Background: an optimization exercise with open tools, aiming at small area and a short achievable clock period. Do not read the settings as production practice.
In this exercise RTL edits were held to simulation tests only and were not proved equivalent to the original.
Power and IR drop assume default switching activity.

--- flow/design.v ---
module ks_carry #(parameter W = 16) (
    input [W-1:0] x,
    input [W-1:0] y,
    input cin,
    output [W:0] c
);
    localparam L = (W <= 2) ? 1 : (W <= 4) ? 2 : (W <= 8) ? 3 : (W <= 16) ? 4 : 5;
    wire [W-1:0] G [0:L];
    wire [W-1:0] P [0:L];
    assign G[0] = (x & y) | {{(W-1){1'b0}}, (x[0] | y[0]) & cin};
    assign P[0] = x | y;
    genvar l, i;
    generate for (l = 0; l < L; l = l + 1) begin : LV
        for (i = 0; i < W; i = i + 1) begin : B
            if (i >= (1 << l)) begin : M
                assign G[l+1][i] = G[l][i] | (P[l][i] & G[l][i-(1<<l)]);
                assign P[l+1][i] = P[l][i] & P[l][i-(1<<l)];
            end else begin : T
                assign G[l+1][i] = G[l][i];
                assign P[l+1][i] = P[l][i];
            end
        end
    end endgenerate
    assign c = {G[L], cin};
endmodule
module alu_16bit (
    input [15:0] a,
    input [15:0] b,
    input [3:0] op,
    output [15:0] alu
);
wire [3:0] ex_op = op;
wire [16:0] ca, cs;
ks_carry #(16) u_ca (.x(a), .y(b), .cin(1'b0), .c(ca));
ks_carry #(16) u_cs (.x(a), .y(~b), .cin(1'b1), .c(cs));
wire [15:0] add_raw = a ^ b ^ ca[15:0];
wire add_ov = ~(a[15] ^ b[15]) & (add_raw[15] ^ a[15]);
wire [15:0] add_res = add_ov ? (a[15] ? 16'h8000 : 16'h7fff) : add_raw;
wire [15:0] sub_raw = a ^ ~b ^ cs[15:0];
wire sub_ovq = (a[15] ^ b[15]) & (sub_raw[15] == a[15]);    
wire [15:0] sub_res = (a[15] ^ b[15]) ? (a[15] ? 16'h8000 : 16'h7fff) : sub_raw;
wire [15:0] xor_res = a ^ b;
wire [8:0] rc1, rc2, rk;
ks_carry #(8) u_r1 (.x(a[7:0]), .y(b[7:0]), .cin(1'b0), .c(rc1));
ks_carry #(8) u_r2 (.x(a[15:8]), .y(b[15:8]), .cin(1'b0), .c(rc2));
wire [7:0] red_s1 = a[7:0] ^ b[7:0] ^ rc1[7:0];
wire [7:0] red_s2 = a[15:8] ^ b[15:8] ^ rc2[7:0];
wire h1_8 = rc1[8] ^ a[8] ^ b[8];
wire h2_8 = rc2[8] ^ a[15] ^ b[15];
ks_carry #(8) u_rk (.x(red_s1), .y(red_s2), .cin(1'b0), .c(rk));
wire [9:0] red_f = {(h1_8 & h2_8) | (rk[8] & (h1_8 | h2_8)), h1_8 ^ h2_8 ^ rk[8], red_s1 ^ red_s2 ^ rk[7:0]};
wire [15:0] red_res = {{7{red_f[9]}}, red_f[8:0]};
wire [15:0] psa_res;
genvar gn;
generate for (gn = 0; gn < 4; gn = gn + 1) begin : PSA
    wire [3:0] an = a[4*gn+3:4*gn];
    wire [3:0] bn = b[4*gn+3:4*gn];
    wire [3:0] sn = an + bn;
    wire ovn = ~(an[3] ^ bn[3]) & (sn[3] ^ an[3]);
    assign psa_res[4*gn+3:4*gn] = ovn ? (an[3] ? 4'b1111 : 4'b0111) : sn;
end endgenerate
wire [3:0] sh = b[3:0];
wire [15:0] sll_res = a << sh;
wire [31:0] sra_w = {{16{a[15]}}, a} >> sh;
wire [15:0] sra_res = sra_w[15:0];
wire [31:0] ror_w = {a, a} >> sh;
wire [15:0] ror_res = ror_w[15:0];
wire [15:0] llb_res = (a & 16'hff00) | b;
wire [15:0] lhb_res = (a & 16'h00ff) | b;
reg [15:0] alu_r;
always @(*) begin
    case (ex_op)
        4'h0, 4'h8, 4'h9, 4'hE: alu_r = add_res;
        4'h1: alu_r = sub_res;
        4'h2: alu_r = xor_res;
        4'h3: alu_r = red_res;
        4'h7: alu_r = psa_res;
        4'hA: alu_r = llb_res;
        4'hB: alu_r = lhb_res;
        4'h4: alu_r = sll_res;
        4'h5: alu_r = sra_res;
        default: alu_r = ror_res;
    endcase
end
assign alu = alu_r;
endmodule
module flag_unit (
    input [15:0] a,
    input [15:0] b,
    input [3:0] op,
    output z,
    output n,
    output v
);
wire [16:0] ca, cs;
ks_carry #(16) u_ca (.x(a), .y(b), .cin(1'b0), .c(ca));
ks_carry #(16) u_cs (.x(a), .y(~b), .cin(1'b1), .c(cs));
wire same = ~(a[15] ^ b[15]);
wire add_ov = same & (ca[15] ^ a[15]);
wire n_add = same ? a[15] : ~ca[15];
wire sub_ovq = ~same & (cs[15] == a[15]);
wire n_sub = same ? ~cs[15] : a[15];
wire [8:0] rc1, rc2, rk;
ks_carry #(8) u_r1 (.x(a[7:0]), .y(b[7:0]), .cin(1'b0), .c(rc1));
ks_carry #(8) u_r2 (.x(a[15:8]), .y(b[15:8]), .cin(1'b0), .c(rc2));
wire [7:0] red_s1 = a[7:0] ^ b[7:0] ^ rc1[7:0];
wire [7:0] red_s2 = a[15:8] ^ b[15:8] ^ rc2[7:0];
wire h1_8 = rc1[8] ^ a[8] ^ b[8];
wire h2_8 = rc2[8] ^ a[15] ^ b[15];
ks_carry #(8) u_rk (.x(red_s1), .y(red_s2), .cin(1'b0), .c(rk));
wire red_c = (h1_8 & h2_8) | (rk[8] & (h1_8 | h2_8));
wire [3:0] sh = b[3:0];
wire [15:0] sll_res = a << sh;
wire [31:0] sra_w = {{16{a[15]}}, a} >> sh;
wire [15:0] axb = a ^ b;
wire [15:0] aob = a | b;
wire z_addraw = ~axb[0] & (&(axb[15:1] ~^ aob[14:0]));    
wire z_add = z_addraw & ~(a[15] & b[15]);
wire z_eq = (axb == 16'h0);
reg z_r;
always @(*) begin
    case (op[2:0])
        3'd0: z_r = z_add;
        3'd1, 3'd2: z_r = z_eq;
        3'd4: z_r = (sll_res == 16'h0);
        3'd5: z_r = (sra_w[15:0] == 16'h0);
        default: z_r = (a == 16'h0);
    endcase
end
assign z = z_r;
assign n = op[0] ? n_sub : n_add;
assign v = add_ov | sub_ovq | red_c;
endmodule
module cpu (
    input clk, rst,
    output hlt,
    output [15:0] pc,
    output [15:0] mem_addr,
    output mem_enable,
    output mem_wr,
    output [15:0] mem_data_in,
    input [15:0] mem_data_out,
    input mem_data_valid
);
reg [15:0] pc_q;
reg [15:0] id_pc, id_instr;
reg [15:0] ex_pc, ex_instr, ex_rd1, ex_rd2;
reg        ex_regwrite;
reg [15:0] mem_alu, mem_rd2;
reg [3:0]  mem_rd;
reg        mem_memread, mem_memwrite, mem_regwrite, mem_halt;
reg [15:0] wb_alu, wb_mdo;
reg [3:0]  wb_rd;
reg        wb_regwrite, wb_memtoreg, wb_halt;
reg        fz, fv, fn;
wire [15:0] wb_data = wb_memtoreg ? wb_mdo : wb_alu;
wire [3:0] id_op = id_instr[15:12];
wire id_nop = (id_instr == 16'h4000);
wire id_isLB = (id_op == 4'hA) | (id_op == 4'hB);
wire id_rtsel = (id_op == 4'h8) | (id_op == 4'h9) | (id_op == 4'h4) | (id_op == 4'h5) | (id_op == 4'h6);
wire [3:0] id_rs = id_isLB ? id_instr[11:8] : id_instr[7:4];
wire [3:0] id_rt = id_rtsel ? id_instr[11:8] : id_instr[3:0];
wire id_regwrite = ~id_nop & ~((id_op == 4'h9) | (id_op == 4'hC) | (id_op == 4'hD) | (id_op == 4'hF));
wire id_halt = (id_op == 4'hF);
wire id_isB = (id_op == 4'hC);
wire id_isBR = (id_op == 4'hD);
wire id_isBranch = id_isB | id_isBR;
reg [15:0] rf [1:15];
integer ri;
always @(posedge clk) begin
    if (rst) begin
        for (ri = 1; ri < 16; ri = ri + 1) rf[ri] <= 16'h0;
    end else if (wb_regwrite && wb_rd != 4'd0) begin
        rf[wb_rd] <= wb_data;
    end
end
wire [15:0] rf_r1 = (id_rs == 4'd0) ? 16'h0 : rf[id_rs];
wire [15:0] rf_r2 = (id_rt == 4'd0) ? 16'h0 : rf[id_rt];
wire [15:0] id_rd1 = (wb_regwrite && wb_rd == id_rs) ? wb_data : rf_r1;
wire [15:0] id_rd2_rf = (wb_regwrite && wb_rd == id_rt) ? wb_data : rf_r2;
wire [15:0] mem_dout;
wire [15:0] drd0, drd1;
wire dW0, dW1;
reg dcur;
wire dcache_stall;
wire id_load_to_save = mem_memread & (id_op == 4'h9);
wire [15:0] id_rd2 = id_load_to_save ? mem_dout : id_rd2_rf;
wire stall = id_isBranch & mem_memread & (id_rs == mem_rd);
wire [2:0] bc = id_instr[11:9];
wire Zf, Vf, Nf;
reg bcond;
always @(*) begin
    case (bc)
        3'b000: bcond = ~Zf;
        3'b001: bcond = Zf;
        3'b010: bcond = ~Zf & ~Nf;
        3'b011: bcond = Nf;
        3'b100: bcond = Nf | (~Zf & ~Nf);
        3'b101: bcond = Nf | Zf;
        3'b110: bcond = Vf;
        default: bcond = 1'b1;
    endcase
end
wire taken = id_isBranch & bcond;
wire flush = taken;
wire [15:0] pc_p2_raw = pc_q + 16'd2;
wire pc_p2_ov = ~pc_q[15] & pc_p2_raw[15];
wire [15:0] pc_p2 = pc_p2_ov ? 16'h8000 : pc_p2_raw;
wire [15:0] boff = {{6{id_instr[8]}}, id_instr[8:0], 1'b0};
wire [15:0] tgt_raw = pc_q + boff;
wire tgt_ov = ~(pc_q[15] ^ boff[15]) & (tgt_raw[15] ^ pc_q[15]);
wire [15:0] tgt = tgt_ov ? (tgt_raw[15] ? 16'h8000 : 16'h7fff) : tgt_raw;
wire [15:0] next_pc = (id_isB & taken) ? tgt : (id_isBR & taken) ? id_rd1 : pc_p2;
wire [3:0] ex_op = ex_instr[15:12];
wire ex_nop = (ex_instr == 16'h4000);
wire ex_isLB = (ex_op == 4'hA) | (ex_op == 4'hB);
wire ex_isSave = (ex_op == 4'h9);
wire ex_isMem = (ex_op == 4'h8) | (ex_op == 4'h9);
wire ex_rtsel = ex_isMem | (ex_op == 4'h4) | (ex_op == 4'h5) | (ex_op == 4'h6);
wire [3:0] ex_rs = ex_isLB ? ex_instr[11:8] : ex_instr[7:4];
wire [3:0] ex_rt = ex_rtsel ? ex_instr[11:8] : ex_instr[3:0];
wire [3:0] ex_rd = ex_instr[11:8];
wire ex_alusrc = ~ex_nop & (ex_rtsel | ex_isLB);
wire [15:0] ex_imm = ex_isMem ? {10'b0, ex_instr[3], ex_instr[3:0], 1'b0} :
                     (ex_op == 4'hA) ? {8'b0, ex_instr[7:0]} :
                     (ex_op == 4'hB) ? {ex_instr[7:0], 8'b0} :
                     {12'b0, ex_instr[3:0]};
wire ex_flag_en = ~ex_nop & ((ex_op == 4'h0) | (ex_op == 4'h1) | (ex_op == 4'h2) |
                             (ex_op == 4'h4) | (ex_op == 4'h5) | (ex_op == 4'h6));
wire ex_isPCS = (ex_op == 4'hE);
wire mem_fwd = mem_regwrite & (mem_rd != 4'd0);
wire wb_fwd = wb_regwrite & (wb_rd != 4'd0);
reg l2u;
reg sa_mem, sa_wb, sa_pc, sa_rd1;             
reg sb_mem, sb_wb, sb_two, sb_imm, sb_rd2;     
wire id_fb_dis = id_isLB | (id_op == 4'h9);
wire id_isPCS = (id_op == 4'hE);
wire id_alusrc = ~id_nop & (id_rtsel | id_isLB);
wire ex_fwd = ex_regwrite & (ex_rd != 4'd0);
wire ex_isLoad = (ex_op == 4'h8);
wire fa10_adv = ex_fwd & (ex_rd == id_rs);
wire l2u_adv = ex_isLoad & (ex_rd == id_rs);
wire fa01_adv = mem_fwd & (mem_rd == id_rs);
wire fb10_adv = ex_fwd & (ex_rd == id_rt) & ~id_fb_dis;
wire fb01_adv = mem_fwd & (mem_rd == id_rt) & ~id_fb_dis;
wire l2u_fl_adv = ex_isLoad & (ex_rd == 4'd0);
wire l2u_fl_hold = mem_memread & (mem_rd == 4'd0);
wire a_nf = ~fa10_adv & ~fa01_adv;
wire b_nf = ~fb10_adv & ~fb01_adv;
always @(posedge clk) begin
    if (rst | flush) begin
        sa_mem <= 1'b0; sa_wb <= 1'b0; sa_pc <= 1'b0; sa_rd1 <= 1'b1;
        sb_mem <= 1'b0; sb_wb <= 1'b0; sb_two <= 1'b0; sb_imm <= 1'b0; sb_rd2 <= 1'b1;
        l2u <= rst ? 1'b0 : dcache_stall ? l2u_fl_hold : l2u_fl_adv;
    end else if (~dcache_stall) begin
        sa_mem <= fa10_adv; sa_wb <= ~fa10_adv & fa01_adv;
        sa_pc <= a_nf & id_isPCS; sa_rd1 <= a_nf & ~id_isPCS;
        sb_mem <= fb10_adv; sb_wb <= ~fb10_adv & fb01_adv;
        sb_two <= b_nf & id_isPCS; sb_imm <= b_nf & ~id_isPCS & id_alusrc;
        sb_rd2 <= b_nf & ~id_isPCS & ~id_alusrc;
        l2u <= l2u_adv;
    end
end
wire [15:0] a_fwd = ({16{sa_mem}} & mem_alu) | ({16{sa_wb}} & wb_data) |
                    ({16{sa_pc}} & ex_pc) | ({16{sa_rd1}} & ex_rd1);
wire [15:0] a = l2u ? mem_dout : a_fwd;
wire [15:0] b = ({16{sb_mem}} & mem_alu) | ({16{sb_wb}} & wb_data) | {14'b0, sb_two, 1'b0} |
                ({16{sb_imm}} & ex_imm) | ({16{sb_rd2}} & ex_rd2);
wire [15:0] alu;
wire z_new, n_new, alu_err;
alu_16bit u_alu (.a(a), .b(b), .op(ex_op), .alu(alu));
flag_unit u_fl (.a(a), .b(b), .op(ex_op), .z(z_new), .n(n_new), .v(alu_err));
wire zen = ex_flag_en & (ex_instr != 16'h0) & ~rst;
wire vnen = zen & ((ex_op == 4'h0) | (ex_op == 4'h1));
assign Zf = rst ? 1'b0 : zen ? z_new : fz;
assign Vf = rst ? 1'b0 : vnen ? alu_err : fv;
assign Nf = rst ? 1'b0 : vnen ? n_new : fn;
always @(posedge clk) begin
    fz <= Zf; fv <= Vf; fn <= Nf;
end
wire mem_to_mem = mem_memwrite & wb_fwd & (wb_rd == mem_rd);
wire [15:0] mem_din = mem_to_mem ? wb_mdo : mem_rd2;
wire dread = mem_memread, dwrite = mem_memwrite;
wire dacc = dread | dwrite;
wire iread = ~rst & ~stall;
wire [15:0] daddr = mem_alu;
wire [1:0] iset = pc_q[5:4];
wire [1:0] dset = daddr[5:4];
reg [9:0] it0 [0:3], it1 [0:3], dt0 [0:3], dt1 [0:3];
reg [3:0] iv0, iv1, il0, il1, dv0, dv1, dl0, dl1;
reg iml0, imv0, iml1, imv1, dml0, dmv0, dml1, dmv1;
reg icur;
reg [3:0] ireq, dreq;
reg [2:0] irecv, drecv;
wire itw = icur & (ireq == 4'd11);
wire dtw = dcur & (dreq == 4'd11);
wire iV0 = (pc_q[15:6] == it0[iset]) & iv0[iset] & ~itw;
wire iV1 = (pc_q[15:6] == it1[iset]) & iv1[iset] & ~itw;
assign dW0 = (daddr[15:6] == dt0[dset]) & dv0[dset] & ~dtw;
assign dW1 = (daddr[15:6] == dt1[dset]) & dv1[dset] & ~dtw;
wire imiss = ~(iV0 | iV1) & iread;
wire dmiss = ~(dW0 | dW1) & dacc;
wire inext = icur ? (ireq != 4'd11) : imiss;
wire dnext = dcur ? (dreq != 4'd11) : dmiss;
wire ibusy = icur | imiss;
wire dbusy = dcur | dmiss;
wire iww0 = ~iml0 | imv0;
wire iww1 = (~iml1 & ~iww0) | imv1;
wire dww0 = ~dml0 | dmv0;
wire dww1 = (~dml1 & ~dww0) | dmv1;
wire ifill = icur & imiss & mem_data_valid;
wire [4:0] iwidx = {iset, irecv};
wire iwe0 = ifill & iww0;
wire iwe1 = ifill & iww1;
wire dfillv = dmiss & mem_data_valid;
wire dde = dwrite | (dcur & dfillv);
wire dwsel = dmiss ? mem_data_valid : 1'b1;
wire [4:0] dwidx = {dset, dmiss ? drecv : daddr[3:1]};
wire dwe0 = dde & (dW0 | dww0) & dwsel;
wire dwe1 = dde & (dW1 | dww1) & dwsel;
wire [15:0] dwdata = dfillv ? mem_data_out : mem_din;
wire [4:0] iridx = {iset, pc_q[3:1]};
wire [4:0] dridx = {dset, daddr[3:1]};
wire [16*32-1:0] ic0f, ic1f, dc0f, dc1f;
genvar gw;
generate for (gw = 0; gw < 32; gw = gw + 1) begin : W
    reg [15:0] i0, i1, d0, d1;
    always @(posedge clk) begin
        if (rst) begin
            i0 <= 16'h0; i1 <= 16'h0; d0 <= 16'h0; d1 <= 16'h0;
        end else begin
            if (iwe0 && iwidx == gw) i0 <= mem_data_out;
            if (iwe1 && iwidx == gw) i1 <= mem_data_out;
            if (dwe0 && dwidx == gw) d0 <= dwdata;
            if (dwe1 && dwidx == gw) d1 <= dwdata;
        end
    end
    assign ic0f[16*gw +: 16] = i0;
    assign ic1f[16*gw +: 16] = i1;
    assign dc0f[16*gw +: 16] = d0;
    assign dc1f[16*gw +: 16] = d1;
end endgenerate
wire [31:0] isel = 32'b1 << iridx;
wire [31:0] dsel = 32'b1 << dridx;
wire [15:0] ird0, ird1;
genvar gb, gk;
generate for (gb = 0; gb < 16; gb = gb + 1) begin : RB
    wire [31:0] ci0, ci1, cd0, cd1;
    for (gk = 0; gk < 32; gk = gk + 1) begin : K
        assign ci0[gk] = ic0f[16*gk + gb];
        assign ci1[gk] = ic1f[16*gk + gb];
        assign cd0[gk] = dc0f[16*gk + gb];
        assign cd1[gk] = dc1f[16*gk + gb];
    end
    assign ird0[gb] = |(ci0 & isel);
    assign ird1[gb] = |(ci1 & isel);
    assign drd0[gb] = |(cd0 & dsel);
    assign drd1[gb] = |(cd1 & dsel);
end endgenerate
wire [15:0] if_instr = (ibusy | dbusy) ? 16'h4000 : (iV0 ? ird0 : ird1);
assign mem_dout = dbusy ? 16'h0 : (dW0 ? drd0 : drd1);
integer mi;
always @(posedge clk) begin
    if (rst) begin
        for (mi = 0; mi < 4; mi = mi + 1) begin
            it0[mi] <= 10'h0; it1[mi] <= 10'h0; dt0[mi] <= 10'h0; dt1[mi] <= 10'h0;
        end
        iv0 <= 4'h0; iv1 <= 4'h0; il0 <= 4'h0; il1 <= 4'h0;
        dv0 <= 4'h0; dv1 <= 4'h0; dl0 <= 4'h0; dl1 <= 4'h0;
    end else begin
        if (itw & iww0) begin it0[iset] <= pc_q[15:6]; iv0[iset] <= 1'b1; il0[iset] <= iml0; end
        if (itw & iww1) begin it1[iset] <= pc_q[15:6]; iv1[iset] <= 1'b1; il1[iset] <= iml0; end
        if (dtw & dww0) begin dt0[dset] <= daddr[15:6]; dv0[dset] <= 1'b1; dl0[dset] <= dml0; end
        if (dtw & dww1) begin dt1[dset] <= daddr[15:6]; dv1[dset] <= 1'b1; dl1[dset] <= dml0; end
    end
end
always @(posedge clk) begin
    if (rst) begin
        iml0 <= 1'b0; imv0 <= 1'b0; iml1 <= 1'b0; imv1 <= 1'b0;
        dml0 <= 1'b0; dmv0 <= 1'b0; dml1 <= 1'b0; dmv1 <= 1'b0;
        icur <= 1'b0; ireq <= 4'd0; irecv <= 3'd0;
        dcur <= 1'b0; dreq <= 4'd0; drecv <= 3'd0;
    end else begin
        iml0 <= il0[iset]; imv0 <= iv0[iset]; iml1 <= il1[iset]; imv1 <= iv1[iset];
        dml0 <= dl0[dset]; dmv0 <= dv0[dset]; dml1 <= dl1[dset]; dmv1 <= dv1[dset];
        icur <= inext;
        dcur <= dnext;
        if (ireq == 4'd11) ireq <= 4'd0;
        else if (inext) ireq <= icur ? (imiss ? ireq + 4'd1 : ireq) : 4'd1;
        if (dreq == 4'd11) dreq <= 4'd0;
        else if (dnext) dreq <= dcur ? (dmiss ? dreq + 4'd1 : dreq) : 4'd1;
        irecv <= (icur & imiss & mem_data_valid) ? irecv + 3'd1 : 3'd0;
        drecv <= (dcur & dmiss & mem_data_valid) ? drecv + 3'd1 : 3'd0;
    end
end
assign dcache_stall = dacc & dbusy;
wire icache_stall = iread & ibusy;
assign mem_addr = imiss ? {pc_q[15:4], ireq[2:0], 1'b0} :
                  dmiss ? {daddr[15:4], dreq[2:0], 1'b0} : 16'h0;
assign mem_enable = ibusy | dbusy;
assign mem_wr = dwrite & ~dbusy;
assign mem_data_in = mem_din;
always @(posedge clk) begin
    if (rst) pc_q <= 16'h0;
    else if (~stall & ~id_halt & ~(dcache_stall | icache_stall)) pc_q <= next_pc;
    if (rst) begin
        id_pc <= 16'h0; id_instr <= 16'h0;
    end else if (~(stall | dcache_stall)) begin
        id_pc <= flush ? 16'h0 : pc_q;
        id_instr <= flush ? 16'h4000 : if_instr;
    end
    if (rst | flush) begin
        ex_pc <= 16'h0; ex_instr <= 16'h0; ex_rd1 <= 16'h0; ex_rd2 <= 16'h0; ex_regwrite <= 1'b0;
    end else if (~dcache_stall) begin
        ex_pc <= id_pc; ex_instr <= id_instr; ex_rd1 <= id_rd1; ex_rd2 <= id_rd2; ex_regwrite <= id_regwrite;
    end
    if (rst) begin
        mem_alu <= 16'h0; mem_rd2 <= 16'h0; mem_rd <= 4'h0;
        mem_memread <= 1'b0; mem_memwrite <= 1'b0; mem_regwrite <= 1'b0; mem_halt <= 1'b0;
    end else if (~dcache_stall) begin
        mem_alu <= alu; mem_rd2 <= ex_rd2; mem_rd <= ex_rd;
        mem_memread <= (ex_op == 4'h8); mem_memwrite <= (ex_op == 4'h9);
        mem_regwrite <= ex_regwrite; mem_halt <= (ex_op == 4'hF);
    end
    if (rst) begin
        wb_alu <= 16'h0; wb_mdo <= 16'h0; wb_rd <= 4'h0;
        wb_regwrite <= 1'b0; wb_memtoreg <= 1'b0; wb_halt <= 1'b0;
    end else if (~dcache_stall) begin
        wb_alu <= mem_alu; wb_mdo <= mem_dout; wb_rd <= mem_rd;
        wb_regwrite <= mem_regwrite; wb_memtoreg <= mem_memread; wb_halt <= mem_halt;
    end
end
assign hlt = wb_halt;
assign pc = pc_q;
endmodule
--- flow/flow/run.sh ---
#!/bin/bash
set -euo pipefail
bash standard.sh SETUP_SLACK_MARGIN=8 finish > standard_flow.log 2>&1
--- flow/standard.sh ---
#!/bin/bash
# synth_recipe.tcl (not shown) runs the flow's synth.tcl, then flattens the netlist and writes it again
# the make line also repeats each setting of config.mk as NAME=value (left out here)
make -C /OpenROAD-flow-scripts/flow DESIGN_CONFIG=/design/flow/config.mk WORK_HOME=/design/flow/orfs CLKGATE_MAP_FILE= SYNTH_SCRIPT=/design/flow/synth_recipe.tcl "${@:-finish}"
--- flow/config.mk ---
export PLATFORM = sky130hd
export DESIGN_NAME = cpu
export DESIGN_NICKNAME = cpu
export VERILOG_FILES = /design/flow/design.v
export SDC_FILE = /design/flow/constraint.sdc
export NUM_CORES = 4
export LEC_CHECK = 0
export CAP_MARGIN = 20
export CORE_MARGIN = 2
export CORE_UTILIZATION = 50
export PLACE_DENSITY = 0.75
export SLEW_MARGIN = 20
--- flow/constraint.sdc ---
create_clock -name core_clock -period 14.2 [get_ports {clk}]
set_input_delay 2.8400 -clock core_clock [delete_from_list [all_inputs] [get_ports {clk}]]
set_output_delay 2.8400 -clock core_clock [all_outputs]
set_load 0.01 [all_outputs]
==> parameters.txt, run 1 <==
Parameter                              Value

Global routing
  Met3 track demand over resource in global routing    0.1883
  First-pass GRT wire length    791400 um
  Total overflow reported by the global router    0
  Fraction of met1 tracks used by global routing    0.5314
  Number of antenna violations at the first check in global routing    38
  Vias in the first global route    114500
  Largest net degree at the start of global routing    104
  Most congested layer reported by global routing    met2
  Global Route met2 Usage    0.5731
  GRT Resource Usage Total    0.4222

Timing
  Maximum clock skew at final layout    96.15 ps
  Fin worst setup slack    7319 ps
  Rel. slew slack    0.09444
  Count of pins over their slew limit    0
  Final number of setup-violating endpoints    0
  Slew of the pin with the lowest slew margin    1358 ps
  Final-report hold violation count    0
  TNS Setup    0 ps
  RSZ-0062 raised after global routing    yes
  Period utilization    0.4846
  Min Clock Period, post-route    6881 ps
  Max Clk Rate    145.3 MHz

Detailed routing
  DRC viols    0
  Routed via count divided by cell count    6.729
  Violation count after the first detailed-route iteration    25510
  Post-DRT Antenna Nets    0
  Routed wire length per instance    29.68 um
  DRT Wirelength    565500 um
  Via count of the routed design    128200
  Number of iterations in the first detailed-routing pass    15

Setup path
  Critical path class    reg2reg
  Req. time, crit path    14990 ps
  CP Launch Type    flip-flop
  Crit-path max cell delay    600 ps
  Critical-path cell with the highest stage delay    sky130_fd_sc_hd__or3b_2
  Peak fanout along the critical path    24
  Cell type with the highest occurrence count on the critical path    sky130_fd_sc_hd__buf_4
  Arrival time of the worst setup path    7670 ps
  Critical path endpoint category    flip-flop

Clock network
  Total number of H-tree levels    5
  Total clock buffers created by CTS    305
  Worst-Skew Late Latency    1000 ps
  Worst-path clk slew    60 ps
  Buffers from clock root to sink, at most    4
  CTS tree    done
  Number of buffers added to fix hold violations after cts    0
  Clock sinks    2723
  CTS Root Cell    sky130_fd_sc_hd__clkbuf_16

Placed design
  Placed instance area    128300 sq um
  Port-buffer cells    68
  Worst-case setup slack after placement    5118 ps
  Routability congestion estimate    1.035
  Placed wire-length estimate    339400 um

Status
  Run status    finished clean

Final layout
  Layout net count    15620
  Commonest cells after routing, fill and taps aside    sky130_fd_sc_hd__nand2_1 (3968), sky130_fd_sc_hd__dfxtp_1 (2290), sky130_fd_sc_hd__a21oi_1 (2243), sky130_fd_sc_hd__nor2_1 (1567), sky130_fd_sc_hd__buf_4 (557)
  Number of fill cells    21540
  Leading cell type in the layout, fill and taps excluded    sky130_fd_sc_hd__nand2_1
  Final Instance Area    144200 sq um
  Share of final-layout standard cells stronger than drive strength 1    0.1188
  Area delta synth->final    15.71%

Synthesis
  Number of different library cells in the post-synthesis netlist    99
  Primary flip-flop cell chosen by synthesis mapping    sky130_fd_sc_hd__dfxtp_1
  Synth Instances    15820
  Mean instance size in the synthesized netlist    7.881 sq um
  Post-synth ARST share    0
  Share of synthesized area occupied by flip-flops and latches    0.4703
  Number of enable-type register cells in the synthesized netlist    411
  Area of the mapped netlist    124700 sq um
  Portion of synthesized cell area occupied by the leading cell type    0.3713
  Top cells by area, synth    sky130_fd_sc_hd__dfxtp_1 (37%), sky130_fd_sc_hd__nand2_1 (12%), sky130_fd_sc_hd__edfxtp_1 (9.9%)
  Library cell with the largest summed area after synthesis    sky130_fd_sc_hd__dfxtp_1
  Number of synthesized register bits    2723
  Count of yosys warnings during synthesis    5

Die
  Width of the chip    503.3 um
  Standard-cell rows    183
  Floorplan die height    503.3 um
  Die area    253300 sq um
  Initial standard-cell utilization of the core    0.5023
  I/O pin count    70
  Core footprint    248200 sq um

Pwr
  Peak VDD IR    0.0001312 V
  Leak    0.04924 uW
  Power Density    114.7 nW/um^2
  Overall power of the completed layout    16550 uW

Worst hold path
  Min-delay worst type    reg2reg

Run
  Number of max-cap violations    0
==> metrics by stage <==
stage	utilization	hold slack [ps]	std cells
2_1_floorplan	-	428.9	15830
3_3_place_gp	0.5166	437.6	18230
3_5_place_dp	0.5169	441.8	18230
4_1_cts	0.5733	449.7	18940
5_1_grt	0.5810	465.2	19030
6_report	0.5812	449.7	19050
==> cells in the mapped netlist (all sizes together), types with 176 or more instances <==
cell type and instances:
nand2 3989, a21oi 2319, dfxtp 2312, nor2 1691
clkbuf 1174, a22oi 545, edfxtp 411, nand3 342
and3 263, buf 237, mux2i 230, nand4 184
inv 177, a221oi 176, a22o 176
==> power by group <==
part | total (uW) | switching, uW | internal (uW)
Sequential | 7900 | 38.4 | 7870
Clock | 8040 | 3320 | 4730
Combinational | 602 | 496 | 107
Total | 16600 | 3850 | 12700
==> kinds of logic (layout without fill, tap and decap cells) <==
kind of cell,count (synthesis),after routing,share of synthesized area
and+or+nand+nor,6944,6947,0.2315
AOI/OAI and AO/OA,3996,4003,0.1981
DFF,2723,2723,0.4703
buffers and inverters,1594,1448,0.04941
muxes,286,286,0.02714
xor gates and xnor gates,152,152,0.01068
adders and majority gates,123,123,0.01289
other,1,41,0.00003008
==> sequential cells by signal, summed over array words and instances, names as in the netlist, 40 cells and up, named ones only <==
register / count
it1: 40
dt1: 40
W.d0: 512
W.d1: 512
W.i1: 512
dt0: 40
rf: 250
it0: 40
W.i0: 512
==> routing by layer <==
metal / vias up / wire (um)
met5: - / 415
met1: 59320 / 193000
met2: 11700 / 218700
met3: 3199 / 103500
met4: 46 / 49950
li1: 53940 / -
==> what timing repair did <==
action,in CTS,in global routing
buffers inserted,150,66
cloned,31,8
pin swaps,150,98
resized for setup,532,208
setup endpoints to repair,407,455
==> layout make-up <==
| cell class | instances | area [sq um] | share of cell area |
|---|---|---|---|
| inverter | 183 | 724.4 | 0.005022 |
| clock buffer | 426 | 8773 | 0.06082 |
| antenna | 30 | 75.07 | 0.0005204 |
| sequential | 2723 | 58680 | 0.4068 |
| timing repair buffer | 738 | 7007 | 0.04858 |
| timing repair inverter | 2 | 32.53 | 0.0002255 |
| clock inverter | 99 | 1200 | 0.008318 |
| multi-input combinational | 11520 | 63580 | 0.4408 |
| tap | 3330 | 4167 | 0.02888 |
==> critical path: cells and delay by family, from the launching register on <==
family                   cells  cell delay [ps]
flip-flops                   1              380
AO/OA/AOI/OAI               12             2680
buffers and inverters        5              770
adder cells (fa/ha/maj)      3             1000
XOR/XNOR                     1              170
AND/OR/NAND/NOR              4             1710
==> final timing paths <==
check,to,cells after the start,slack [ps],startpoint
hold reg to reg,dl1[1],2,450,dl1[1]
setup / recovery,mem_alu[8],25,7320,mem_alu[1]
hold / removal,dl1[1],2,450,dl1[1]
setup reg to reg,mem_alu[8],25,7320,mem_alu[1]
==> inputs of run 2 (changes only) <==
--- a/flow/config.mk
+++ b/flow/config.mk
@@ -8,5 +8,7 @@
 export CAP_MARGIN = 20
 export CORE_MARGIN = 2
 export CORE_UTILIZATION = 50
+export CTS_CLUSTER_DIAMETER = 70
+export CTS_CLUSTER_SIZE = 26
 export PLACE_DENSITY = 0.75
 export SLEW_MARGIN = 20
==> run 2 against run 1 <==
  * First-iteration DRC count shrank 2.1%
  * Hold slack better by 5.4 ps
  * Flip-flop and latch count did not move
  * Via count fell by 1.2%
  * Register-to-register slack worse by 130 ps
  * Combinational power about the same
  * Clock power shrank 35%
  * Fmax is 1.8% lower
  * Synthesized area did not move
  * Wire length decreased by 1.6%
  * Largest cell class unchanged
==> parameters.txt, run 2 <==
Parameter                              Value

Timing
  Max Clk Rate    142.6 MHz
  Min Clock Period, post-route    7010 ps
  Count of pins over their slew limit    0
  Period utilization    0.4937
  Final-report hold violation count    0
  Final number of setup-violating endpoints    0
  Rel. slew slack    0.09644
  Fin worst setup slack    7190 ps
  RSZ-0062 raised after global routing    yes
  Slew of the pin with the lowest slew margin    1341 ps
  Maximum clock skew at final layout    89.22 ps
  TNS Setup    0 ps

Global routing
  Total overflow reported by the global router    0
  GRT Resource Usage Total    0.4159
  First-pass GRT wire length    778300 um
  Largest net degree at the start of global routing    104
  Number of antenna violations at the first check in global routing    32
  Vias in the first global route    111700

Die
  Initial standard-cell utilization of the core    0.5023
  Floorplan die height    503.3 um
  Die area    253300 sq um
  I/O pin count    70
  Core footprint    248200 sq um
  Width of the chip    503.3 um
  Standard-cell rows    183

Setup path
  Register-to-Register Setup Slack    7190 ps
  Critical R2R Launch    mem_alu[1]
  Req. time, crit path    14900 ps
  Arrival time of the worst setup path    7710 ps
  Peak fanout along the critical path    8
  Critical path endpoint category    flip-flop
  Critical path class    reg2reg
  Setup crit start    mem_alu[1]
  CP Launch Type    flip-flop

Synthesis
  Number of synthesized register bits    2723
  Synth Instances    15820
  Post-synth ARST share    0
  Mean instance size in the synthesized netlist    7.881 sq um
  Primary flip-flop cell chosen by synthesis mapping    sky130_fd_sc_hd__dfxtp_1
  Number of enable-type register cells in the synthesized netlist    411
  Count of yosys warnings during synthesis    5
  Portion of synthesized cell area occupied by the leading cell type    0.3713
  Commonest cells in the synthesized netlist    sky130_fd_sc_hd__nand2_1 (3987), sky130_fd_sc_hd__a21oi_1 (2319), sky130_fd_sc_hd__dfxtp_1 (2312), sky130_fd_sc_hd__nor2_1 (1687), sky130_fd_sc_hd__clkbuf_1 (1174)
  Area of the mapped netlist    124700 sq um
  Share of synthesized area occupied by flip-flops and latches    0.4703
  Number of different library cells in the post-synthesis netlist    99
  Library cell with the highest instance count after synthesis    sky130_fd_sc_hd__nand2_1
  Library cell with the largest summed area after synthesis    sky130_fd_sc_hd__dfxtp_1
  Top cells by area, synth    sky130_fd_sc_hd__dfxtp_1 (37%), sky130_fd_sc_hd__nand2_1 (12%), sky130_fd_sc_hd__edfxtp_1 (9.9%)

Detailed routing
  Violation count after the first detailed-route iteration    24960
  Number of iterations in the first detailed-routing pass    14
  DRC viols    0
  Post-DRT Antenna Nets    0
  DRT Wirelength    556200 um
  Via count of the routed design    126600
  Routed wire length per instance    29.60 um
  Routed via count divided by cell count    6.738

Worst hold path
  Min-delay worst type    reg2reg
  Beginning of the worst hold path    dl1[1]

Final layout
  Layout net count    15480
  Commonest cells after routing, fill and taps aside    sky130_fd_sc_hd__nand2_1 (3966), sky130_fd_sc_hd__dfxtp_1 (2293), sky130_fd_sc_hd__a21oi_1 (2244), sky130_fd_sc_hd__nor2_1 (1568), sky130_fd_sc_hd__buf_4 (578)
  Number of fill cells    22230
  Area delta synth->final    11.97%
  Leading cell type in the layout, fill and taps excluded    sky130_fd_sc_hd__nand2_1
  Share of final-layout standard cells stronger than drive strength 1    0.1079

Clock network
  Total clock buffers created by CTS    151
  Clock sinks    2723
  Worst-path clk slew    90 ps
  Total number of H-tree levels    4
  Number of buffers added to fix hold violations after cts    0
  CTS tree    done
  Worst-Skew Late Latency    920 ps
  Buffers from clock root to sink, at most    3
  CTS Root Cell    sky130_fd_sc_hd__clkbuf_16

Run
  Number of max-cap violations    0

Placed design
  Port-buffer cells    68
  Worst-case setup slack after placement    5118 ps
  Routability congestion estimate    1.035
  Placed wire-length estimate    339400 um

Pwr
  Leak    0.04696 uW
  Peak VDD IR    0.0001386 V
  Power Density    98.53 nW/um^2

Status
  Run status    finished clean
## run 2: cell counts after synthesis
No cell type changed its count.
## run 2: timing repair
action                                  4_1_cts  5_1_grt
cloned                                       30        5
pin swaps                                   142      102
resized for setup                           545      209
endpoints found under the setup margin      462      459
buffers inserted                            172       64
## run 2: worst paths after layout
check | cells past startpoint | to
hold / removal | 2 | dl1[1]
hold reg to reg | 2 | dl1[1]
setup / recovery | 26 | mem_alu[8]
setup reg to reg | 26 | mem_alu[8]
## run 2: report_power, final
part           internal [uW]  leakage [uW]  switching (uW)
Clock                   2270       0.00251            2980
Combinational            107        0.0216             494
Sequential              7860        0.0229            37.5
## run 2: metrics by stage
stage,area (sq um),hold slack (ps),power (uW),utilization,instances
floorplan,125000,428.9,8341,-,15830
global placement,128200,437.6,8574,0.5166,18230
detailed placement,128300,441.8,8576,0.5169,18230
CTS,137700,455.6,13630,0.5547,18690
global route,139600,471.1,13960,0.5622,18780
finish,139600,455.1,13750,0.5624,18790
## run 2: layout make-up
type,count,area [sq um],share of cell area
clock buffers,167,3944,0.02825
multi-input cells,11520,63720,0.4565
repair inverters,2,32.53,0.0002330
diodes,25,62.56,0.0004482
well taps,3330,4167,0.02985
inverters,183,729.5,0.005226
repair buffers,752,7004,0.05018
clock inverters,89,1256,0.008999
flip-flops and latches,2723,58680,0.4203
## run 2: per-layer routing
| metal | up-vias | part of all wire | track usage |
|---|---|---|---|
| met5 | - | 0.0011 | 0.007613 |
| met4 | 43 | 0.087 | 0.2757 |
| met3 | 2923 | 0.18 | 0.1790 |
| met1 | 58900 | 0.35 | 0.5287 |
| li1 | 53500 | - | - |
| met2 | 11270 | 0.39 | 0.5676 |
## run 2: kinds of logic after synthesis
| kind of cell | count (synthesis) | share of synthesized area |
|---|---|---|
| simple gates | 6944 | 0.2315 |
| compound gates | 3996 | 0.1981 |
| flops | 2723 | 0.4703 |
| buf+inv | 1594 | 0.04941 |
| mux | 286 | 0.02714 |
| xor+xnor | 152 | 0.01068 |
| fa+ha+maj | 123 | 0.01289 |
| other cells | 1 | 0.00003008 |
## run 2: critical path, cell delays in order (launching register included)
cell and delay, ps:
sky130_fd_sc_hd__dfxtp_4 370, sky130_fd_sc_hd__buf_4 150, sky130_fd_sc_hd__nand2b_4 170, sky130_fd_sc_hd__buf_12 150
sky130_fd_sc_hd__buf_4 130, sky130_fd_sc_hd__nor4_1 890, sky130_fd_sc_hd__a21oi_1 120, sky130_fd_sc_hd__nor4bb_2 270
sky130_fd_sc_hd__a31oi_2 380, sky130_fd_sc_hd__a31oi_2 250, sky130_fd_sc_hd__nand2_1 120, sky130_fd_sc_hd__buf_4 210
sky130_fd_sc_hd__inv_1 90, sky130_fd_sc_hd__ha_1 300, sky130_fd_sc_hd__or4_1 570, sky130_fd_sc_hd__o21bai_1 200
sky130_fd_sc_hd__xnor2_1 170, sky130_fd_sc_hd__inv_1 70, sky130_fd_sc_hd__ha_1 210, sky130_fd_sc_hd__o21bai_2 180
sky130_fd_sc_hd__fa_2 490, sky130_fd_sc_hd__a221oi_2 290, sky130_fd_sc_hd__o21ai_1 120, sky130_fd_sc_hd__a2111oi_2 310
sky130_fd_sc_hd__o211ai_1 140, sky130_fd_sc_hd__o211ai_1 330, sky130_fd_sc_hd__a21oi_1 100
==> inputs of run 3 (changes only) <==
--- a/flow/config.mk
+++ b/flow/config.mk
@@ -8,7 +8,7 @@
 export CAP_MARGIN = 20
 export CORE_MARGIN = 2
 export CORE_UTILIZATION = 50
-export CTS_CLUSTER_DIAMETER = 70
-export CTS_CLUSTER_SIZE = 26
+export CTS_CLUSTER_DIAMETER = 80
+export CTS_CLUSTER_SIZE = 30
 export PLACE_DENSITY = 0.75
 export SLEW_MARGIN = 20
==> run 3 against run 2 <==
  * Flip-flop and latch count did not move
  * Synthesized area did not move
  * Non-clock buffer count fell by 31
  * Largest power group unchanged
  * Register-to-register slack improved by 40 ps
  * Sequential share of layout area rose by 0.41 points
  * Design area fell by 0.96%
  * Critical path depth rose by 4
  * Wire length fell by 0.51%
  * Clock power fell by 13%
  * Synthesized cell count did not move
  * Critical endpoint is now id_instr[14]
  * Sequential power barely moved
==> parameters.txt, run 3 <==
Parameter                              Value

Placed design
  Routability congestion estimate    1.035
  Worst-case setup slack after placement    5118 ps
  Placed wire-length estimate    339400 um
  Cell Count Post-Placement    18230
  Port-buffer cells    68

Clock network
  Clock sinks    2723
  Worst-Skew Late Latency    920 ps
  Number of buffers added to fix hold violations after cts    0
  CTS Root Cell    sky130_fd_sc_hd__clkbuf_16
  Total clock buffers created by CTS    120
  Worst-path clk slew    110 ps
  CTS tree    done
  Buffers from clock root to sink, at most    3
  Total number of H-tree levels    3

Global routing
  Largest net degree at the start of global routing    104
  First-pass GRT wire length    776500 um
  Total overflow reported by the global router    0
  GRT Resource Usage Total    0.4150
  Vias in the first global route    111300
  Number of antenna violations at the first check in global routing    32

Setup path
  Crit-path max cell delay    710 ps
  Reg2Reg Capture Point    id_instr[14]
  Register-to-Register Path Depth    30
  Critical path class    reg2reg
  Arrival time of the worst setup path    7750 ps
  Peak fanout along the critical path    13
  Register-to-Register Setup Slack    7230 ps
  Critical R2R Launch    mem_alu[1]
  Req. time, crit path    14990 ps
  Critical-path cell with the highest stage delay    sky130_fd_sc_hd__nor4_1
  Critical path endpoint category    flip-flop
  CP Launch Type    flip-flop

Die
  Floorplan die height    503.3 um
  Die area    253300 sq um
  Initial standard-cell utilization of the core    0.5023
  Standard-cell rows    183
  Width of the chip    503.3 um
  Core footprint    248200 sq um
  I/O pin count    70

Status
  Run status    finished clean

Worst hold path
  Hold Path Sink    dl1[1]
  Beginning of the worst hold path    dl1[1]
  Min-delay worst type    reg2reg
  Cell depth of the worst hold path    2

Synthesis
  Post-synth ARST share    0
  Library cell with the highest instance count after synthesis    sky130_fd_sc_hd__nand2_1
  Post-synthesis mux area share    0.02714
  Post-synthesis simple-gate area fraction    0.2315
  Synth Instances    15820
  Primary flip-flop cell chosen by synthesis mapping    sky130_fd_sc_hd__dfxtp_1
  Library cell with the largest summed area after synthesis    sky130_fd_sc_hd__dfxtp_1
  Number of enable-type register cells in the synthesized netlist    411
  Portion of synthesized cell area occupied by the leading cell type    0.3713
  Area of the mapped netlist    124700 sq um
  Number of synthesized register bits    2723
  Parity-gate share of the synthesized area counting xor and xnor cells    0.01068
  Main combinational cell family by area after synthesis    simple AND/OR/NAND/NOR gates
  Compound-Gate Fraction of Synth Area    0.1981
  Share of synthesized area occupied by flip-flops and latches    0.4703
  Commonest cells in the synthesized netlist    sky130_fd_sc_hd__nand2_1 (3987), sky130_fd_sc_hd__a21oi_1 (2319), sky130_fd_sc_hd__dfxtp_1 (2312), sky130_fd_sc_hd__nor2_1 (1687), sky130_fd_sc_hd__clkbuf_1 (1174)
  Mean instance size in the synthesized netlist    7.881 sq um
  Top cells by area, synth    sky130_fd_sc_hd__dfxtp_1 (37%), sky130_fd_sc_hd__nand2_1 (12%), sky130_fd_sc_hd__edfxtp_1 (9.9%)
  Count of yosys warnings during synthesis    5
  Number of different library cells in the post-synthesis netlist    99
  Adder and majority cell fraction of the synthesized area    0.01289

Pwr
  Leak    0.04624 uW
  Overall power of the completed layout    13100 uW
  Power Density    94.77 nW/um^2
  Peak VDD IR    0.0001369 V

Final layout
  Commonest cells after routing, fill and taps aside    sky130_fd_sc_hd__nand2_1 (3968), sky130_fd_sc_hd__dfxtp_1 (2293), sky130_fd_sc_hd__a21oi_1 (2246), sky130_fd_sc_hd__nor2_1 (1567), sky130_fd_sc_hd__buf_4 (549)
  Layout net count    15410
  Share of final-layout standard cells stronger than drive strength 1    0.1028
  Final non-filler cell total    18700
  Leading cell type in the layout, fill and taps excluded    sky130_fd_sc_hd__nand2_1
  Number of fill cells    22420
  Area delta synth->final    10.90%

Detailed routing
  DRC viols    0
  Post-DRT Antenna Nets    0
  Violation count after the first detailed-route iteration    24520
  Via count of the routed design    125300
  DRT Wirelength    553400 um
  Number of iterations in the first detailed-routing pass    13
  Routed wire length per instance    29.59 um
  Routed via count divided by cell count    6.699

Timing
  Min Clock Period, post-route    6968 ps
  Final-report hold violation count    0
  Max Clk Rate    143.5 MHz
  Fin worst setup slack    7232 ps
  Slew of the pin with the lowest slew margin    1389 ps
  Maximum clock skew at final layout    104.2 ps
  Count of pins over their slew limit    0
  Period utilization    0.4907
  TNS Setup    0 ps
  Rel. slew slack    0.07207
  RSZ-0062 raised after global routing    yes
  Final number of setup-violating endpoints    0

Run
  Number of max-cap violations    0
-- run 3: cell types whose count changed in the layout (fill, tap and decap cells not counted), sizes merged, moves of 3 or more --
cell      delta
inv         -13
diode        -3
clkinv       -4
clkinvlp     -3
clkbuf      -27
buf         -37
-- run 3: critical path, delay by kind of cell, from the launching register on --
family,cells,cell delay [ps]
AO/OA/AOI/OAI,11,2430
AND/OR/NAND/NOR,9,2000
buffers and inverters,6,910
adder cells (fa/ha/maj),3,830
flip-flops,1,440
XOR/XNOR,1,190
-- run 3: report_power, final --
part	internal, uW	leakage [uW]	switching [uW]
Clock	1800	0.00200	2800
Sequential	7860	0.0229	37.3
Combinational	105	0.0214	493
Total	9770	0.0462	3330
-- run 3: logic make-up after synthesis --
family,count (synthesis)
buffers and inverters,1594
AO/OA/AOI/OAI,3996
adder cells (fa/ha/maj),123
AND/OR/NAND/NOR,6944
flip-flops,2723
XOR/XNOR,152
other,1
multiplexers,286
-- run 3: cell type report --
type | instances | area (sq um) | area share
diodes | 22 | 55.05 | 0.0003982
clock buffers | 136 | 3157 | 0.02283
clock inverters | 67 | 983.4 | 0.007114
inverters | 183 | 724.4 | 0.005240
multi-input cells | 11520 | 63600 | 0.4600
flip-flops and latches | 2723 | 58680 | 0.4244
well taps | 3330 | 4167 | 0.03014
repair buffers | 721 | 6853 | 0.04957
repair inverters | 2 | 32.53 | 0.0002353
-- run 3: worst max path at each step --
stage	from	to	slack [ps]	depth (start not counted)
final	mem_alu[1]	id_instr[14]	7230	30
after global routing	flip-flop	mem_alu[8]	7200	28
after floorplan	rst	mem_addr[10]	7740	6
after CTS	rst	mem_addr[15]	7400	8
after global placement	mem_alu[2]	sb_rd2	5250	28
after detailed placement	mem_alu[4]	sb_rd2	5120	28
-- run 3: what timing repair did --
action | in CTS | in global routing
endpoints found under the setup margin | 443 | 454
setup buffers | 141 | 62
pin swaps | 130 | 89
gates resized for setup | 529 | 223
cloned | 27 | 8
-- run 3: per-stage QoR --
stage / cell area, sq um / hold slack (ps) / utilization
5_1_grt: 138200 / 472.6 / 0.5568
2_1_floorplan: 125000 / 428.9 / -
3_3_place_gp: 128200 / 437.6 / 0.5166
3_5_place_dp: 128300 / 441.8 / 0.5169
6_report: 138200 / 455.3 / 0.5570
4_1_cts: 136300 / 457.3 / 0.5491
-- run 3: layer usage --
| metal | GRT usage | vias to the layer above | share of wire |
|---|---|---|---|
| met1 | 0.5295 | 58230 | 0.35 |
| met4 | 0.2690 | 46 | 0.087 |
| li1 | - | 53320 | - |
| met2 | 0.5684 | 10850 | 0.39 |
| met5 | 0.002094 | - | 0.00076 |
| met3 | 0.1774 | 2854 | 0.18 |
==> inputs of run 4 (changes only) <==
--- a/flow/design.v
+++ b/flow/design.v
@@ -249,8 +249,8 @@
 wire b_nf = ~fb10_adv & ~fb01_adv;
 always @(posedge clk) begin
     if (rst | flush) begin
-        sa_mem <= 1'b0; sa_wb <= 1'b0; sa_pc <= 1'b0; sa_rd1 <= 1'b1;
-        sb_mem <= 1'b0; sb_wb <= 1'b0; sb_two <= 1'b0; sb_imm <= 1'b0; sb_rd2 <= 1'b1;
+        sa_mem <= 1'b0; sa_wb <= 1'b0; sa_pc <= 1'b0; sa_rd1 <= 1'b0;
+        sb_mem <= 1'b0; sb_wb <= 1'b0; sb_two <= 1'b0; sb_imm <= 1'b0; sb_rd2 <= 1'b0;
         l2u <= rst ? 1'b0 : dcache_stall ? l2u_fl_hold : l2u_fl_adv;
     end else if (~dcache_stall) begin
         sa_mem <= fa10_adv; sa_wb <= ~fa10_adv & fa01_adv;
@@ -270,19 +270,19 @@
 wire z_new, n_new, alu_err;
 alu_16bit u_alu (.a(a), .b(b), .op(ex_op), .alu(alu));
 flag_unit u_fl (.a(a), .b(b), .op(ex_op), .z(z_new), .n(n_new), .v(alu_err));
-wire zen = ex_flag_en & (ex_instr != 16'h0) & ~rst;
+wire zen = ex_flag_en & (ex_instr != 16'h0);
 wire vnen = zen & ((ex_op == 4'h0) | (ex_op == 4'h1));
-assign Zf = rst ? 1'b0 : zen ? z_new : fz;
-assign Vf = rst ? 1'b0 : vnen ? alu_err : fv;
-assign Nf = rst ? 1'b0 : vnen ? n_new : fn;
+assign Zf = zen ? z_new : fz;
+assign Vf = vnen ? alu_err : fv;
+assign Nf = vnen ? n_new : fn;
 always @(posedge clk) begin
-    fz <= Zf; fv <= Vf; fn <= Nf;
+    fz <= ~rst & Zf; fv <= ~rst & Vf; fn <= ~rst & Nf;
 end
 wire mem_to_mem = mem_memwrite & wb_fwd & (wb_rd == mem_rd);
 wire [15:0] mem_din = mem_to_mem ? wb_mdo : mem_rd2;
 wire dread = mem_memread, dwrite = mem_memwrite;
 wire dacc = dread | dwrite;
-wire iread = ~rst & ~stall;
+wire iread = ~stall;    
 wire [15:0] daddr = mem_alu;
 wire [1:0] iset = pc_q[5:4];
 wire [1:0] dset = daddr[5:4];
@@ -409,10 +409,15 @@
         id_pc <= flush ? 16'h0 : pc_q;
         id_instr <= flush ? 16'h4000 : if_instr;
     end
+    if (rst) begin
+        ex_pc <= 16'h0; ex_rd1 <= 16'h0; ex_rd2 <= 16'h0;
+    end else if (~dcache_stall) begin
+        ex_pc <= id_pc; ex_rd1 <= id_rd1; ex_rd2 <= id_rd2;
+    end
     if (rst | flush) begin
-        ex_pc <= 16'h0; ex_instr <= 16'h0; ex_rd1 <= 16'h0; ex_rd2 <= 16'h0; ex_regwrite <= 1'b0;
+        ex_instr <= 16'h0; ex_regwrite <= 1'b0;
     end else if (~dcache_stall) begin
-        ex_pc <= id_pc; ex_instr <= id_instr; ex_rd1 <= id_rd1; ex_rd2 <= id_rd2; ex_regwrite <= id_regwrite;
+        ex_instr <= id_instr; ex_regwrite <= id_regwrite;
     end
     if (rst) begin
         mem_alu <= 16'h0; mem_rd2 <= 16'h0; mem_rd <= 4'h0;
==> flow/flow/run.sh (replaced) <==
#!/bin/bash
set -euo pipefail
bash standard.sh SETUP_SLACK_MARGIN=9 finish > standard_flow.log 2>&1
--- a/flow/config.mk
+++ b/flow/config.mk
@@ -8,7 +8,7 @@
 export CAP_MARGIN = 20
 export CORE_MARGIN = 2
 export CORE_UTILIZATION = 50
-export CTS_CLUSTER_DIAMETER = 80
-export CTS_CLUSTER_SIZE = 30
+export CTS_CLUSTER_DIAMETER = 50
+export CTS_CLUSTER_SIZE = 16
 export PLACE_DENSITY = 0.75
 export SLEW_MARGIN = 20
==> run 4 against run 3 <==
  * Still clean on timing, DRC and antenna
  * Via count increased by 2.5%
  * Die area is 0.58% higher
  * Synthesized cell count grew 1.0%
  * Core utilization increased by 2.3 points
  * Fmax is 2.0% lower
  * Design area up 4.5%
  * Register-to-register slack worse by 140 ps
  * Global-route usage is 0.99 points lower
  * Flip-flop and latch count rose by 3
  * First-iteration DRC count increased by 0.64%
  * Clock power up 63%
==> parameters.txt, run 4 <==
Parameter                              Value

Detailed routing
  Number of iterations in the first detailed-routing pass    14
  Post-DRT Antenna Nets    0
  DRC viols    0
  Violation count after the first detailed-route iteration    24670
  DRT Wirelength    546800 um
  Routed wire length per instance    28.60 um
  Routed via count divided by cell count    6.718
  Via count of the routed design    128400

Final layout
  Layout net count    15740
  Area delta synth->final    15.17%
  Area of the multi-input gates    64320 sq um
  Commonest cells after routing, fill and taps aside    sky130_fd_sc_hd__nand2_1 (2887), sky130_fd_sc_hd__nor2_1 (2727), sky130_fd_sc_hd__dfxtp_1 (2287), sky130_fd_sc_hd__a21oi_1 (2259), sky130_fd_sc_hd__buf_4 (501)
  Number of fill cells    21530
  Leading cell type in the layout, fill and taps excluded    sky130_fd_sc_hd__nand2_1
  Share of final-layout standard cells stronger than drive strength 1    0.1204
  Flip-flop and latch area    58790 sq um
  Final Instance Area    144400 sq um
  Final Core Density    0.5802

Synthesis
  Area of the mapped netlist    125400 sq um
  Count of yosys warnings during synthesis    5
  Share of synthesized area occupied by flip-flops and latches    0.4683
  Top cells by area, synth    sky130_fd_sc_hd__dfxtp_1 (37%), sky130_fd_sc_hd__edfxtp_1 (9.9%), sky130_fd_sc_hd__a21oi_1 (9.3%)
  Synth Instances    15980
  Post-synth ARST share    0
  Mean instance size in the synthesized netlist    7.848 sq um
  Portion of synthesized cell area occupied by the leading cell type    0.3691
  Number of synthesized register bits    2726
  Library cell with the highest instance count after synthesis    sky130_fd_sc_hd__nand2_1
  Number of different library cells in the post-synthesis netlist    110
  Number of enable-type register cells in the synthesized netlist    414
  Commonest cells in the synthesized netlist    sky130_fd_sc_hd__nand2_1 (2960), sky130_fd_sc_hd__nor2_1 (2833), sky130_fd_sc_hd__a21oi_1 (2320), sky130_fd_sc_hd__dfxtp_1 (2312), sky130_fd_sc_hd__clkbuf_1 (1180)
  Library cell with the largest summed area after synthesis    sky130_fd_sc_hd__dfxtp_1
  Primary flip-flop cell chosen by synthesis mapping    sky130_fd_sc_hd__dfxtp_1

Setup path
  Crit-path max cell delay    630 ps
  Peak fanout along the critical path    11
  Critical-path cell with the highest stage delay    sky130_fd_sc_hd__fa_2
  Crit path max-delay family    compound AO/OA/AOI/OAI gates
  CP Launch Type    flip-flop
  Register-to-Register Path Depth    33
  Critical path endpoint category    flip-flop
  Req. time, crit path    15130 ps
  Number of buffers and inverters on the critical path    7
  Arrival time of the worst setup path    8040 ps
  CP Depth    33
  Critical path class    reg2reg

Global routing
  Vias in the first global route    115500
  GRT Resource Usage Total    0.4051
  First-pass GRT wire length    778200 um
  Largest net degree at the start of global routing    227
  Number of antenna violations at the first check in global routing    23
  Total overflow reported by the global router    0

Timing
  Final number of setup-violating endpoints    0
  Rel. slew slack    0.07120
  Period utilization    0.5005
  Final-report hold violation count    0
  RSZ-0062 raised after global routing    yes
  Hold Worst Slack    438.8 ps
  Count of pins over their slew limit    0
  Min Clock Period, post-route    7107 ps
  Fin worst setup slack    7093 ps
  Maximum clock skew at final layout    78.88 ps
  TNS Setup    0 ps
  Slew of the pin with the lowest slew margin    1379 ps
  Max Clk Rate    140.7 MHz

Worst hold path
  Min-delay worst type    reg2reg
  Cell depth of the worst hold path    2

Clock network
  CTS Root Cell    sky130_fd_sc_hd__clkbuf_16
  Total number of H-tree levels    5
  Number of buffers added to fix hold violations after cts    0
  CTS tree    done
  Total clock buffers created by CTS    277
  Worst-path clk slew    70 ps
  Worst-Skew Late Latency    1020 ps
  Buffers from clock root to sink, at most    4
  Clock sinks    2726

Die
  Width of the chip    504.8 um
  Floorplan die height    504.8 um
  Die area    254800 sq um
  Standard-cell rows    183
  I/O pin count    70
  Initial standard-cell utilization of the core    0.5038
  Core footprint    248900 sq um

Placed design
  Placed wire-length estimate    320700 um
  Port-buffer cells    68
  Placed instance area    128900 sq um
  Worst-case setup slack after placement    4591 ps
  Routability congestion estimate    1.026

Status
  Run status    finished clean

Pwr
  Leak    0.04934 uW
  Peak VDD IR    0.0001458 V
  Power Density    108.9 nW/um^2

Run
  Number of max-cap violations    0
run 4: cell types whose count changed after synthesis, sizes merged, moves of 18 or more:
cell / previous run / this run
a22oi: 545 / 424
a2111oi: 58 / 29
a22o: 176 / 195
nor2: 1691 / 2836
nand3: 342 / 514
and2: 131 / 92
o21ai: 159 / 202
inv: 177 / 195
mux2i: 230 / 257
a311oi: 58 / 85
and3: 263 / 116
nand2: 3989 / 2963
run 4: metal layers:
metal  share of wire  vias up  global-route usage
met3            0.17     3254              0.1610
met5         0.00065        -            0.008821
met1            0.34    59310              0.5027
met2            0.39    11610              0.5631
met4           0.096       22              0.2997
li1                -    54230                   -
run 4: logic make-up after synthesis:
group / Yosys count / share of synthesized area
compound gates: 3949 / 0.1939
xor+xnor: 152 / 0.01062
fa+ha+maj: 123 / 0.01281
buf+inv: 1624 / 0.05041
flops: 2726 / 0.4683
mux: 327 / 0.03066
other cells: 1 / 0.00002991
simple gates: 7076 / 0.2333
run 4: cell type report:
class	instances	share of cell area
Clock buffer	329	0.05213
Sequential cell	2726	0.4071
Multi-Input combinational cell	11660	0.4454
Timing Repair Buffer	730	0.05074
Tap cell	3330	0.02885
Antenna cell	14	0.0002426
Clock inverter	130	0.01015
Inverter	202	0.005398
run 4: through the flow:
stage | total power [uW] | cells
final | 15730 | 19120
after global routing | 15970 | 19110
after CTS | 15630 | 19040
after detailed placement | 8363 | 18350
after global placement | 8361 | 18340
after floorplan | 8251 | 15990
run 4: worst reg2reg max path, delay by kind of cell (launching register included):
family                   cells  cell delay (ps)
AND/OR/NAND/NOR              9             1100
XOR/XNOR                     1              260
multiplexers                 2              810
buffers and inverters        7             1100
flip-flops                   1              430
adder cells (fa/ha/maj)      4             1600
AO/OA/AOI/OAI               10             1770
run 4: repair_timing:
item / in CTS / in global routing
endpoints found under the setup margin: 2267 / 1402
resized for setup: 687 / 216
buffers inserted: 206 / 57
pin swaps: 135 / 80
gates cloned: 31 / 3
run 4: report_power, final:
part / internal [uW] / switching [uW]
Clock: 4130 / 3380
Sequential: 7860 / 25.2
Combinational: 50.9 / 277
run 4: path summary, 6_finish.rpt:
check	start	endpoint	slack [ps]
hold / removal	id_pc[1]	ex_pc[1]	440
setup / recovery	flip-flop	ex_instr[11]	7090
setup reg to reg	flip-flop	ex_instr[11]	7090
hold reg to reg	id_pc[1]	ex_pc[1]	440
==> inputs of run 5 (changes only) <==
==> flow/flow/run.sh (replaced) <==
#!/bin/bash
set -euo pipefail
bash standard.sh SETUP_SLACK_MARGIN=8 finish > standard_flow.log 2>&1
--- a/flow/config.mk
+++ b/flow/config.mk
@@ -8,7 +8,7 @@
 export CAP_MARGIN = 20
 export CORE_MARGIN = 2
 export CORE_UTILIZATION = 50
-export CTS_CLUSTER_DIAMETER = 50
-export CTS_CLUSTER_SIZE = 16
+export CTS_CLUSTER_DIAMETER = 80
+export CTS_CLUSTER_SIZE = 30
 export PLACE_DENSITY = 0.75
 export SLEW_MARGIN = 20
==> run 5 against run 4 <==
  * Wire length is 1.4% lower
  * Fmax is 2.5% higher
  * Count of clock-buffer cells in the layout is 176 lower
  * Global-route usage is 0.54 points lower
  * Die area stayed put
  * Critical path type is now reg2out
  * Critical endpoint is now mem_addr[13]
  * Largest cell class unchanged
==> parameters.txt, run 5 <==
Parameter                              Value

Placed design
  Port-buffer cells    68
  Placed instance area    128700 sq um
  Cell Count Post-Placement    18360

Clock network
  Number of buffers added to fix hold violations after cts    0
  Worst-Skew Late Latency    930 ps
  Total clock buffers created by CTS    132
  Worst-path clk slew    100 ps
  CTS Root Cell    sky130_fd_sc_hd__clkbuf_16
  Buffers from clock root to sink, at most    3
  CTS tree    done

Global routing
  GRT Resource Usage Total    0.3997
  Number of antenna violations at the first check in global routing    32
  Largest net degree at the start of global routing    235
  First-pass GRT wire length    767500 um
  Total overflow reported by the global router    0
  Vias in the first global route    112500

Setup path
  Crit-path max cell delay    560 ps
  Req. time, crit path    11360 ps
  Crit path max-delay family    buffers and inverters
  Number of buffers and inverters on the critical path    6
  Arrival time of the worst setup path    4090 ps
  Peak fanout along the critical path    6
  Critical-path cell with the highest stage delay    sky130_fd_sc_hd__mux4_2
  Critical path class    reg2out
  CP Launch Type    flip-flop

Final layout
  Number of fill cells    22280
  Final Core Density    0.5574
  Commonest cells after routing, fill and taps aside    sky130_fd_sc_hd__nand2_1 (2920), sky130_fd_sc_hd__nor2_1 (2727), sky130_fd_sc_hd__dfxtp_1 (2292), sky130_fd_sc_hd__a21oi_1 (2257), sky130_fd_sc_hd__buf_4 (506)
  Area delta synth->final    10.64%
  Leading cell type in the layout, fill and taps excluded    sky130_fd_sc_hd__nand2_1
  Layout net count    15530
  Final Instance Area    138700 sq um
  Share of final-layout standard cells stronger than drive strength 1    0.09872
  Final non-filler cell total    18830

Pwr
  Power Density    94.54 nW/um^2
  Leak    0.04640 uW
  Peak VDD IR    0.0001313 V

Timing
  Maximum clock skew at final layout    80.62 ps
  Period utilization    0.4882
  TNS Setup    0 ps
  Slew of the pin with the lowest slew margin    1383 ps
  Rel. slew slack    0.07818
  Min Clock Period, post-route    6932 ps
  Count of pins over their slew limit    0

Detailed routing
  Routed wire length per instance    28.63 um
  Post-DRT Antenna Nets    0
  Routed via count divided by cell count    6.706
  DRC viols    0
  Number of iterations in the first detailed-routing pass    13
  Violation count after the first detailed-route iteration    25560
  DRT Wirelength    539100 um

Die
  Core footprint    248900 sq um
  Die area    254800 sq um
  I/O pin count    70
  Width of the chip    504.8 um

Synthesis
  Synth Instances    15980
  Number of different library cells in the post-synthesis netlist    110
  Library cell with the largest summed area after synthesis    sky130_fd_sc_hd__dfxtp_1
  Mean instance size in the synthesized netlist    7.848 sq um
  Portion of synthesized cell area occupied by the leading cell type    0.3691
  Count of yosys warnings during synthesis    5
  Primary flip-flop cell chosen by synthesis mapping    sky130_fd_sc_hd__dfxtp_1
  Top cells by area, synth    sky130_fd_sc_hd__dfxtp_1 (37%), sky130_fd_sc_hd__edfxtp_1 (9.9%), sky130_fd_sc_hd__a21oi_1 (9.3%)
  Commonest cells in the synthesized netlist    sky130_fd_sc_hd__nand2_1 (2960), sky130_fd_sc_hd__nor2_1 (2833), sky130_fd_sc_hd__a21oi_1 (2320), sky130_fd_sc_hd__dfxtp_1 (2312), sky130_fd_sc_hd__clkbuf_1 (1180)
  Number of enable-type register cells in the synthesized netlist    414
  Number of synthesized register bits    2726
  Area of the mapped netlist    125400 sq um
  Library cell with the highest instance count after synthesis    sky130_fd_sc_hd__nand2_1
  Post-synth ARST share    0

Status
  Run status    finished clean

Worst hold path
  Min-delay worst type    reg2reg
-- run 5: kinds of logic (layout without fill, tap and decap cells) --
kind of cell / after synthesis / count (layout) / share of synthesized area
other cells: 1 / 33 / 0.00002991
flops: 2726 / 2726 / 0.4683
xor+xnor: 152 / 152 / 0.01062
mux: 327 / 333 / 0.03066
compound gates: 3949 / 3949 / 0.1939
simple gates: 7076 / 7081 / 0.2333
buf+inv: 1624 / 1100 / 0.05041
fa+ha+maj: 123 / 123 / 0.01281
-- run 5: metal layers --
layer | vias up | wire length (um) | GRT usage
li1 | 53670 | - | -
met1 | 58450 | 183700 | 0.5014
met2 | 11210 | 213800 | 0.5596
met3 | 2915 | 91490 | 0.1511
met4 | 18 | 49720 | 0.2850
met5 | - | 461 | 0.01145
-- run 5: through the flow --
step                hold slack (ps)  power [uW]  setup slack, ps
finish                        457.2       13120             7268
global route                  472.3       13340             7183
CTS                           460.1       13030             7436
detailed placement            444.5        8363             4811
global placement              438.2        8360             5000
floorplan                     428.9        8251             7942
-- run 5: final cells by class --
type / count / area (sq um) / share of cell area
Multi-Input combinational cell: 11650 / 63820 / 0.4600
Timing Repair Buffer: 674 / 6575 / 0.04740
Clock buffer: 153 / 3580 / 0.02580
Antenna cell: 19 / 47.55 / 0.0003427
Sequential cell: 2726 / 58770 / 0.4237
Clock inverter: 71 / 996.0 / 0.007179
Inverter: 202 / 768.2 / 0.005538
Tap cell: 3330 / 4167 / 0.03003
-- run 5: timing repair --
action / in CTS / in global routing
resized for setup: 581 / 164
gates cloned: 27 / 3
pin swaps: 130 / 76
buffers inserted: 151 / 40
setup endpoints to repair: 911 / 265
-- run 5: worst reg2reg max path: stages, from the launching register on --
cell	delay, ps
sky130_fd_sc_hd__dfxtp_4	440
sky130_fd_sc_hd__buf_4	200
sky130_fd_sc_hd__buf_4	160
sky130_fd_sc_hd__nor2b_2	480
sky130_fd_sc_hd__buf_4	350
sky130_fd_sc_hd__a22oi_1	200
sky130_fd_sc_hd__o2111ai_1	500
sky130_fd_sc_hd__or3_4	310
sky130_fd_sc_hd__nand2_1	80
sky130_fd_sc_hd__o21ai_0	190
sky130_fd_sc_hd__buf_4	260
sky130_fd_sc_hd__clkinvlp_4	150
sky130_fd_sc_hd__ha_1	260
sky130_fd_sc_hd__or4_1	560
sky130_fd_sc_hd__o21ai_0	300
sky130_fd_sc_hd__xnor2_2	180
sky130_fd_sc_hd__inv_1	70
sky130_fd_sc_hd__ha_1	200
sky130_fd_sc_hd__o21bai_2	220
sky130_fd_sc_hd__fa_2	300
sky130_fd_sc_hd__nor2_2	50
sky130_fd_sc_hd__a21oi_2	190
sky130_fd_sc_hd__o211ai_1	120
sky130_fd_sc_hd__mux2_4	370
sky130_fd_sc_hd__buf_6	160
sky130_fd_sc_hd__or2_4	270
sky130_fd_sc_hd__o211a_1	230
-- run 5: where the power goes --
group          switching, uW  internal [uW]
Combinational            275           50.1
Sequential              24.3           7870
Clock                   2870           2030
-- run 5: path summary, 6_finish.rpt --
kind | startpoint | to | slack, ps | cells after the start
hold / removal | W[2].i1[3] | W[2].i1[3] | 460 | 2
hold reg to reg | W[2].i1[3] | W[2].i1[3] | 460 | 2
setup / recovery | flip-flop | mem_addr[13] | 7270 | 14
setup reg to reg | mem_alu[5] | pc_q[11] | 7290 | 26

Setup slack of run 5, layout unchanged: 7.268 ns with ideal ports, 7.167 ns with driving cells assumed (clock clkbuf_16, inputs buf_2), 7.217 ns with port delays also shifted by the 0.984 ns mid clock arrival.
